Source: an optimization exercise on an open RTL-to-GDS flow (aim: small area, a short achievable clock period and few clock cycles). Production flows keep margins and buffers that such runs may drop. Function was checked by simulation only, so behaviour that the tests miss may differ from the original.

==> inputs of v1 <==
// M1
module M1 (
		input logic clk,
		input logic reset,
		input logic M1_start,
		input logic [15:0] SRAM_read_data,
		output logic [17:0] M1_SRAM_Address,
		output logic [15:0] M1_SRAM_write_data,
		output logic M1_Status,
		output logic M1_SRAM_we_n
);
export LEC_CHECK = 0
export CAP_MARGIN = 20
export CORE_MARGIN = 2
export CORE_UTILIZATION = 50
export SLEW_MARGIN = 20
create_clock -name core_clock -period 13.0 [get_ports {clk}]
run.sh (not shown) runs the stock make flow with config.mk's settings and CLKGATE_MAP_FILE= SYNTH_SCRIPT=/design/flow/synth_recipe.tcl, a recipe that flattens the netlist after the stock synthesis.
==> v2: changes against v1 <==
--- a/flow/design.v
+++ b/flow/design.v
@@ -20,83 +20,80 @@
 logic [6:0]  k;           
 logic [15:0] yc;          
 logic [17:0] ra;          
 logic        chv;         
 logic [7:0]  wu0, wu1, wu2, wu3, wu4, wu5, bufu;
 logic [7:0]  wv0, wv1, wv2, wv3, wv4, wv5, bufv;
 logic [15:0] yw;          
 logic [22:0] yt;          
-logic        start_r;
 logic [8:0]  pu, pv;      
-logic [20:0] ft;          
-logic [7:0]  yb;          
 logic        qu, qv;      
 logic [8:0]  pa, pb, pc;  
-logic [76:0] res;         
+logic [37:0] res;         
 logic [7:0]  b0h;
 wire run  = (mode == S_RUN);
 wire lead = (mode == S_LEAD);
 wire p0 = ph == 4'd0, p1 = ph == 4'd1, p2 = ph == 4'd2, p3 = ph == 4'd3, p4 = ph == 4'd4;
 wire p5 = ph == 4'd5, p6 = ph == 4'd6, p7 = ph == 4'd7, p8 = ph == 4'd8, p9 = ph == 4'd9;
 wire inrow = (k <= 7'd77);      
 wire last_grp = (k == 7'd79);
 wire tail = (k == 7'd80);
 wire last_row = (yc >= 16'd38400);
 wire to_lead = dummy | (last_grp & ~last_row);
-wire ys_1 = yb[7] ^ yb[5];
-wire ys_2 = yb[7] & yb[5];
-wire ys_3 = yb[6] ^ yb[4];
-wire ys_4 = yb[6] & yb[4];
-wire ys_5 = yb[7] ^ yb[5];
-wire ys_6 = yb[7] & yb[5];
-wire ys_7 = yb[4] ^ yb[2];
-wire ys_8 = yb[4] & yb[2];
-wire ys_9 = yb[5] ^ yb[3] ^ yb[1];
-wire ys_10 = (yb[5] & yb[3]) | (yb[5] & yb[1]) | (yb[3] & yb[1]);
-wire ys_11 = yb[6] ^ yb[4] ^ yb[2];
-wire ys_12 = (yb[6] & yb[4]) | (yb[6] & yb[2]) | (yb[4] & yb[2]);
-wire ys_13 = ~(yb[3] ^ yb[0]);
-wire ys_14 = yb[3] | yb[0];
-wire ys_15 = ~(yb[1] ^ ys_2);
-wire ys_16 = yb[1] | ys_2;
-wire ys_17 = ~(yb[2] ^ ys_4);
-wire ys_18 = yb[2] | ys_4;
-wire ys_19 = ~(yb[6] ^ yb[3]);
-wire ys_20 = yb[6] | yb[3];
-wire ys_21 = yb[7] ^ yb[4];
-wire ys_22 = yb[7] & yb[4];
-wire ys_23 = yb[2] ^ yb[0];
-wire ys_24 = yb[2] & yb[0];
-wire ys_25 = ~(yb[3] ^ yb[1]);
-wire ys_26 = yb[3] | yb[1];
-wire ys_27 = ~(yb[0] ^ ys_7);
-wire ys_28 = yb[0] | ys_7;
+wire ys_1 = ysel[7] ^ ysel[5];
+wire ys_2 = ysel[7] & ysel[5];
+wire ys_3 = ysel[6] ^ ysel[4];
+wire ys_4 = ysel[6] & ysel[4];
+wire ys_5 = ysel[7] ^ ysel[5];
+wire ys_6 = ysel[7] & ysel[5];
+wire ys_7 = ysel[4] ^ ysel[2];
+wire ys_8 = ysel[4] & ysel[2];
+wire ys_9 = ysel[5] ^ ysel[3] ^ ysel[1];
+wire ys_10 = (ysel[5] & ysel[3]) | (ysel[5] & ysel[1]) | (ysel[3] & ysel[1]);
+wire ys_11 = ysel[6] ^ ysel[4] ^ ysel[2];
+wire ys_12 = (ysel[6] & ysel[4]) | (ysel[6] & ysel[2]) | (ysel[4] & ysel[2]);
+wire ys_13 = ~(ysel[3] ^ ysel[0]);
+wire ys_14 = ysel[3] | ysel[0];
+wire ys_15 = ~(ysel[1] ^ ys_2);
+wire ys_16 = ysel[1] | ys_2;
+wire ys_17 = ~(ysel[2] ^ ys_4);
+wire ys_18 = ysel[2] | ys_4;
+wire ys_19 = ~(ysel[6] ^ ysel[3]);
+wire ys_20 = ysel[6] | ysel[3];
+wire ys_21 = ysel[7] ^ ysel[4];
+wire ys_22 = ysel[7] & ysel[4];
+wire ys_23 = ysel[2] ^ ysel[0];
+wire ys_24 = ysel[2] & ysel[0];
+wire ys_25 = ~(ysel[3] ^ ysel[1]);
+wire ys_26 = ysel[3] | ysel[1];
+wire ys_27 = ~(ysel[0] ^ ys_7);
+wire ys_28 = ysel[0] | ys_7;
 wire ys_29 = ~(ys_8 ^ ys_9);
 wire ys_30 = ys_8 | ys_9;
 wire ys_31 = ~(ys_10 ^ ys_11);
 wire ys_32 = ys_10 | ys_11;
 wire ys_33 = ys_1 ^ ys_12 ^ ys_13;
 wire ys_34 = (ys_1 & ys_12) | (ys_1 & ys_13) | (ys_12 & ys_13);
 wire ys_35 = ys_3 ^ ys_14 ^ ys_15;
 wire ys_36 = (ys_3 & ys_14) | (ys_3 & ys_15) | (ys_14 & ys_15);
 wire ys_37 = ys_5 ^ ys_16 ^ ys_17;
 wire ys_38 = (ys_5 & ys_16) | (ys_5 & ys_17) | (ys_16 & ys_17);
 wire ys_39 = ys_6 ^ ys_18 ^ ys_19;
 wire ys_40 = (ys_6 & ys_18) | (ys_6 & ys_19) | (ys_18 & ys_19);
 wire ys_41 = ~(ys_20 ^ ys_21);
 wire ys_42 = ys_20 | ys_21;
-wire ys_43 = ~(yb[5] ^ ys_22);
-wire ys_44 = yb[5] | ys_22;
-wire ys_45 = ~(yb[6]);
-wire ys_46 = yb[6];
-wire ys_47 = ~(yb[7]);
-wire ys_48 = yb[7];
-wire [24:0] ys_ra = {1'b1, ys_46, ys_44, ys_42, ys_40, ys_38, ys_36, ys_34, ys_32, ys_30, ys_28, ys_26, ys_24, 1'b1, yb[1], ~yb[7], ~yb[6], ~yb[5], ~yb[4], ~yb[3], ~yb[2], ~yb[1], ~yb[0], 1'b0, 1'b0};
-wire [24:0] ys_rb = {ys_48, ys_47, ys_45, ys_43, ys_41, ys_39, ys_37, ys_35, ys_33, ys_31, ys_29, ys_27, ys_25, ys_23, 1'b1, yb[0], 1'b0, 1'b0, 1'b0, 1'b0, 1'b0, 1'b0, 1'b1, 1'b0, 1'b0};
+wire ys_43 = ~(ysel[5] ^ ys_22);
+wire ys_44 = ysel[5] | ys_22;
+wire ys_45 = ~(ysel[6]);
+wire ys_46 = ysel[6];
+wire ys_47 = ~(ysel[7]);
+wire ys_48 = ysel[7];
+wire [24:0] ys_ra = {1'b1, ys_46, ys_44, ys_42, ys_40, ys_38, ys_36, ys_34, ys_32, ys_30, ys_28, ys_26, ys_24, 1'b1, ysel[1], ~ysel[7], ~ysel[6], ~ysel[5], ~ysel[4], ~ysel[3], ~ysel[2], ~ysel[1], ~ysel[0], 1'b0, 1'b0};
+wire [24:0] ys_rb = {ys_48, ys_47, ys_45, ys_43, ys_41, ys_39, ys_37, ys_35, ys_33, ys_31, ys_29, ys_27, ys_25, ys_23, 1'b1, ysel[0], 1'b0, 1'b0, 1'b0, 1'b0, 1'b0, 1'b0, 1'b1, 1'b0, 1'b0};
 wire [24:0] yt_s = ys_ra + ys_rb;
 wire sr_1 = yt[4] ^ ~pv[6];
 wire sr_2 = yt[4] & ~pv[6];
 wire sr_3 = yt[5] ^ ~pv[7] ^ pv[5];
 wire sr_4 = (yt[5] & ~pv[7]) | (yt[5] & pv[5]) | (~pv[7] & pv[5]);
 wire sr_5 = pv[3] ^ pv[0];
 wire sr_6 = pv[3] & pv[0];
 wire sr_7 = yt[6] ^ ~pv[8] ^ pv[6];
@@ -226,16 +223,17 @@
 wire sr_131 = pv[6] ^ sr_86 ^ sr_87;
 wire sr_132 = (pv[6] & sr_86) | (pv[6] & sr_87) | (sr_86 & sr_87);
 wire sr_133 = yt[22] ^ pv[7] ^ sr_88;
 wire sr_134 = (yt[22] & pv[7]) | (yt[22] & sr_88) | (pv[7] & sr_88);
 wire sr_135 = ~(pv[8]);
 wire sr_136 = pv[8];
 wire [27:0] sr_ra = {1'b1, 1'b1, sr_134, sr_132, sr_130, sr_128, sr_126, sr_124, sr_122, sr_120, sr_118, sr_116, sr_114, sr_112, sr_110, sr_108, sr_106, sr_104, sr_102, sr_100, sr_98, sr_96, sr_94, sr_92, sr_90, pv[0], ~pv[1], ~pv[0]};
 wire [27:0] sr_rb = {1'b0, sr_136, sr_135, sr_133, sr_131, sr_129, sr_127, sr_125, sr_123, sr_121, sr_119, sr_117, sr_115, sr_113, sr_111, sr_109, sr_107, sr_105, sr_103, sr_101, sr_99, sr_97, sr_95, sr_93, sr_91, sr_89, 1'b0, 1'b1};
+wire [27:0] sum_r = sr_ra + sr_rb;
 wire sg_1 = yt[13] ^ ~pu[5];
 wire sg_2 = yt[13] & ~pu[5];
 wire sg_3 = yt[14] ^ ~pu[6] ^ pu[3];
 wire sg_4 = (yt[14] & ~pu[6]) | (yt[14] & pu[3]) | (~pu[6] & pu[3]);
 wire sg_5 = yt[15] ^ ~pu[7] ^ pu[4];
 wire sg_6 = (yt[15] & ~pu[7]) | (yt[15] & pu[4]) | (~pu[7] & pu[4]);
 wire sg_7 = yt[16] ^ ~pu[8] ^ pu[5];
 wire sg_8 = (yt[16] & ~pu[8]) | (yt[16] & pu[5]) | (~pu[8] & pu[5]);
@@ -394,16 +392,17 @@
 wire sg_161 = sg_79 ^ sg_116 ^ sg_117;
 wire sg_162 = (sg_79 & sg_116) | (sg_79 & sg_117) | (sg_116 & sg_117);
 wire sg_163 = sg_81 ^ sg_118 ^ sg_119;
 wire sg_164 = (sg_81 & sg_118) | (sg_81 & sg_119) | (sg_118 & sg_119);
 wire sg_165 = sg_82 ^ sg_120 ^ sg_121;
 wire sg_166 = (sg_82 & sg_120) | (sg_82 & sg_121) | (sg_120 & sg_121);
 wire [27:0] sg_ra = {1'b1, 1'b1, sg_122, sg_164, sg_162, sg_160, sg_158, sg_156, sg_154, sg_152, sg_150, sg_148, sg_146, sg_144, sg_142, sg_140, sg_138, sg_136, sg_134, sg_132, sg_130, sg_128, sg_126, sg_124, ~pv[3], yt[0], ~pv[1], ~pv[0]};
 wire [27:0] sg_rb = {1'b0, 1'b0, sg_166, sg_165, sg_163, sg_161, sg_159, sg_157, sg_155, sg_153, sg_151, sg_149, sg_147, sg_145, sg_143, sg_141, sg_139, sg_137, sg_135, sg_133, sg_131, sg_129, sg_127, sg_125, sg_123, ~pv[2], 1'b0, 1'b1};
+wire [27:0] sum_g = sg_ra + sg_rb;
 wire sb_1 = yt[4] ^ ~pu[6];
 wire sb_2 = yt[4] & ~pu[6];
 wire sb_3 = yt[5] ^ ~pu[7] ^ ~pu[5];
 wire sb_4 = (yt[5] & ~pu[7]) | (yt[5] & ~pu[5]) | (~pu[7] & ~pu[5]);
 wire sb_5 = pu[2] ^ pu[0];
 wire sb_6 = pu[2] & pu[0];
 wire sb_7 = yt[6] ^ ~pu[8] ^ ~pu[6];
 wire sb_8 = (yt[6] & ~pu[8]) | (yt[6] & ~pu[6]) | (~pu[8] & ~pu[6]);
@@ -500,16 +499,17 @@
 wire sb_99 = ~(yt[21] ^ pu[6]);
 wire sb_100 = yt[21] | pu[6];
 wire sb_101 = yt[22] ^ pu[7];
 wire sb_102 = yt[22] & pu[7];
 wire sb_103 = ~(pu[8]);
 wire sb_104 = pu[8];
 wire [27:0] sb_ra = {1'b1, 1'b1, sb_102, sb_100, sb_98, sb_96, sb_94, sb_92, sb_90, sb_88, sb_86, sb_84, sb_82, sb_80, sb_78, sb_76, sb_74, sb_72, sb_70, sb_68, sb_66, sb_64, sb_62, sb_60, sb_58, sb_21, ~pu[1], ~pu[0]};
 wire [27:0] sb_rb = {1'b0, sb_104, sb_103, sb_101, sb_99, sb_97, sb_95, sb_93, sb_91, sb_89, sb_87, sb_85, sb_83, sb_81, sb_79, sb_77, sb_75, sb_73, sb_71, sb_69, sb_67, sb_65, sb_63, sb_61, sb_59, sb_57, 1'b0, 1'b1};
+wire [27:0] sum_b = sb_ra + sb_rb;
 wire fs_1 = pa[7] ^ pa[5];
 wire fs_2 = pa[7] & pa[5];
 wire fs_3 = pa[8] ^ pa[6];
 wire fs_4 = pa[8] & pa[6];
 wire fs_5 = pa[4] ^ pa[2];
 wire fs_6 = pa[4] & pa[2];
 wire fs_7 = pa[5] ^ pa[3] ^ pa[1];
 wire fs_8 = (pa[5] & pa[3]) | (pa[5] & pa[1]) | (pa[3] & pa[1]);
@@ -642,54 +642,50 @@
 wire fs_135 = fs_83 ^ fs_106 ^ fs_107;
 wire fs_136 = (fs_83 & fs_106) | (fs_83 & fs_107) | (fs_106 & fs_107);
 wire fs_137 = pc[7] ^ fs_84 ^ fs_108;
 wire fs_138 = (pc[7] & fs_84) | (pc[7] & fs_108) | (fs_84 & fs_108);
 wire fs_139 = ~(pc[8]);
 wire fs_140 = pc[8];
 wire [17:0] fs_ra = {1'b1, 1'b1, fs_138, fs_136, fs_134, fs_132, fs_130, fs_128, fs_126, fs_124, fs_122, fs_120, fs_118, fs_116, fs_114, fs_112, fs_110, 1'b1};
 wire [17:0] fs_rb = {1'b0, fs_140, fs_139, fs_137, fs_135, fs_133, fs_131, fs_129, fs_127, fs_125, fs_123, fs_121, fs_119, fs_117, fs_115, fs_113, fs_111, fs_109};
+wire [17:0] fir_s = fs_ra + fs_rb;
 function automatic [7:0] clip(input [11:0] s);
 	clip = s[11] ? 8'd0 : (|s[10:8]) ? 8'd255 : s[7:0];
 endfunction
 wire rq_u = res[1], rq_v = res[0];
-wire [11:0] s_r = res[76:65] + res[64:53] + {11'd0, res[52]};
-wire [11:0] s_g = res[51:40] + res[39:28] + {11'd0, res[27]};
-wire [11:0] s_b = res[26:15] + res[14:3] + {11'd0, res[2]};
-wire [7:0] c_r = rq_v ? 8'd0 : clip(s_r);
-wire [7:0] c_g = (rq_u | rq_v) ? 8'd0 : clip(s_g);
-wire [7:0] c_b = rq_u ? 8'd0 : clip(s_b);
+wire [7:0] c_r = rq_v ? 8'd0 : clip(res[37:26]);
+wire [7:0] c_g = (rq_u | rq_v) ? 8'd0 : clip(res[25:14]);
+wire [7:0] c_b = rq_u ? 8'd0 : clip(res[13:2]);
 wire nx_rd_y = run & (p2 | p6);
 wire nx_rd_u = (run & (p0 | (p9 & to_lead))) | (lead & p3);
 wire nx_rd_v = (run & p1) | (lead & (p0 | p4));
 wire nx_wr_cur  = run & ~dummy & ~tail & (p5 | p7 | p8);
 wire nx_wr_prev = ~first & ((run & ((p9 & ~to_lead) | p3 | p4)) | (lead & p8));
 wire nx_wr   = nx_wr_cur | nx_wr_prev;
 wire [1:0] uv_d = lead ? {1'b0, p3 | p4} : (p9 ? 2'd0 : 2'd2);
-wire [17:0] uv_base = (nx_rd_u ? U_START_ADDRESS : V_START_ADDRESS) + {16'd0, uv_d};
-wire [17:0] nx_uva = uv_base + {3'd0, yc[15:1]};
+wire [14:0] uvw = yc[15:1] + {13'd0, uv_d};
+wire [17:0] nx_uva = (nx_rd_u ? U_START_ADDRESS : V_START_ADDRESS) + {3'd0, uvw};
 always_ff @(posedge clk) begin
 	if (nx_rd_y)                  M1_SRAM_Address <= {2'b00, yc};
 	else if (nx_rd_u | nx_rd_v)   M1_SRAM_Address <= nx_uva;
 	else                          M1_SRAM_Address <= ra;
 	if (run & (p3 | p7))      M1_SRAM_write_data <= {b0h, c_r};
 	else if (run & (p4 | p8)) M1_SRAM_write_data <= {c_g, c_b};
 	else                  M1_SRAM_write_data <= {c_r, c_g};
 end
 always_ff @(posedge clk or negedge reset) begin
 	if (~reset) begin
-		start_r <= 1'b0;
 		mode <= S_IDLE; dummy <= 1'b0; first <= 1'b0; ph <= 4'd0; k <= 7'd0; chv <= 1'b0;
 		yc <= 16'd0; ra <= RGB_START_ADDRESS; M1_Status <= 1'b0; M1_SRAM_we_n <= 1'b1;
 	end else begin
 		M1_SRAM_we_n <= ~nx_wr;
-		start_r <= M1_start;
-		chv <= run & (p2 | p6);
+		chv <= run & (p3 | p7);
 		case (mode)
-		S_IDLE: if (start_r) begin
+		S_IDLE: if (M1_start) begin
 			mode <= S_RUN; dummy <= 1'b1; first <= 1'b1; ph <= 4'd6; k <= 7'd0;
 			yc <= 16'd0; ra <= RGB_START_ADDRESS; M1_Status <= 1'b0;
 		end
 		S_RUN: begin
 			if (nx_rd_y) yc <= yc + 16'd1;
 			if (nx_wr) ra <= ra + 18'd1;
 			if (p5 & ~dummy) first <= 1'b0;
 			if (p4 & tail) M1_Status <= 1'b1;
@@ -731,28 +727,20 @@
 wire [7:0] fe = chv ? wv4 : wu4;
 wire [7:0] ff = chv ? wv5 : wu5;
 always_ff @(posedge clk) begin
 	pa <= {1'b0, fa} + {1'b0, ff};
 	pb <= {1'b0, fb} + {1'b0, fe};
 	pc <= {1'b0, fc} + {1'b0, fd};
 end
 wire ld_even = run & (p0 | p6);
-wire [8:0] nu9 = ld_even ? {1'b0, wu2} : fir_t[8:0];
-wire [8:0] nv9 = ld_even ? {1'b0, wv2} : fir_t[8:0];
-wire [8:0]  fs_lo = {1'b0, fs_ra[7:0]} + {1'b0, fs_rb[7:0]};
-wire [16:0] sr_lo = {1'b0, sr_ra[15:0]} + {1'b0, sr_rb[15:0]};
-wire [16:0] sg_lo = {1'b0, sg_ra[15:0]} + {1'b0, sg_rb[15:0]};
-wire [16:0] sb_lo = {1'b0, sb_ra[15:0]} + {1'b0, sb_rb[15:0]};
-wire [9:0]  fir_t = ft[20:11] + ft[10:1] + {9'd0, ft[0]};
+wire [7:0] ysel = (p3 | p7) ? yw[15:8] : yw[7:0];
 always_ff @(posedge clk) begin
-	ft <= {fs_ra[17:8], fs_rb[17:8], fs_lo[8]};
-	if (ld_even | (run & (p4 | p8))) begin pu <= nu9; qu <= ~ld_even & fir_t[9]; end
-	if (ld_even | (run & (p5 | p9))) begin pv <= nv9; qv <= ~ld_even & fir_t[9]; end
-	if (run & (p2 | p6)) yb <= yw[15:8];
-	else if (run & (p4 | p8)) yb <= yw[7:0];
+	if (ld_even)            begin pu <= {1'b0, wu2}; qu <= 1'b0; end
+	else if (run & (p4 | p8)) begin pu <= fir_s[16:8]; qu <= fir_s[17]; end
+	if (ld_even)            begin pv <= {1'b0, wv2}; qv <= 1'b0; end
+	else if (run & (p5 | p9)) begin pv <= fir_s[16:8]; qv <= fir_s[17]; end
 	if (run & (p5 | p9)) yw <= SRAM_read_data;
 	if (run & (p3 | p5 | p7 | p9)) yt <= yt_s[24:2];
-	if (run & (p0 | p4 | p6 | p8)) res <= {sr_ra[27:16], sr_rb[27:16], sr_lo[16], sg_ra[27:16], sg_rb[27:16], sg_lo[16],
-	                                          sb_ra[27:16], sb_rb[27:16], sb_lo[16], qu, qv};
+	if (run & (p0 | p4 | p6 | p8)) res <= {sum_r[27:16], sum_g[27:16], sum_b[27:16], qu, qv};
 	if (run & (p5 | p9)) b0h <= c_b;
 end
 endmodule
==> comparison <==
Against v2, the wire length of v1 is lower by about 3%. Against v2, the flip-flop and latch count of v1 is higher by 56. In v1 the critical path depth is lower than in v2, by 13. Register-to-register slack: v1 is better than v2 (1100 ps). Of v1 and v2, v2 has the higher via count (gap about 1.7%, measured against v2).
Testbench counts of v1, summed over its fixed seeds: cycles 1,165,026.
Testbench counts of v2, summed over its fixed seeds: cycles 1,165,020.

## separate check: timing with driven ports
No port has a modelled driver above. Below, the same layouts with a new extraction and two added sets of constraints. Step 1 (the two cells are an assumption about what drives the block):
set clk [get_ports {clk}]
set_driving_cell -lib_cell sky130_fd_sc_hd__clkbuf_16 $clk
set_driving_cell -lib_cell sky130_fd_sc_hd__buf_2 [delete_from_list [all_inputs] $clk]
Step 2 moves the port delays by t, midway between the first and last clock arrival at a register: inputs arrive t later, outputs are due t later. That takes back most of the time a late clock gives input paths. Slacks: ideal ports / drivers / drivers and shift; pairs: ideal ports / drivers.
| run | t (ns) | setup slack, ns | worst register clock-pin slew, ns | pins driven straight from the clock port |
|---|---|---|---|---|
| v1 | 0.619 | 8.781 / 8.724 / 8.990 | 0.07 / 0.07 | 1 |
| v2 | 0.615 | 7.903 / 7.903 / 7.903 | 0.06 / 0.06 | 1 |
After both steps setup and hold are still met in every run listed.
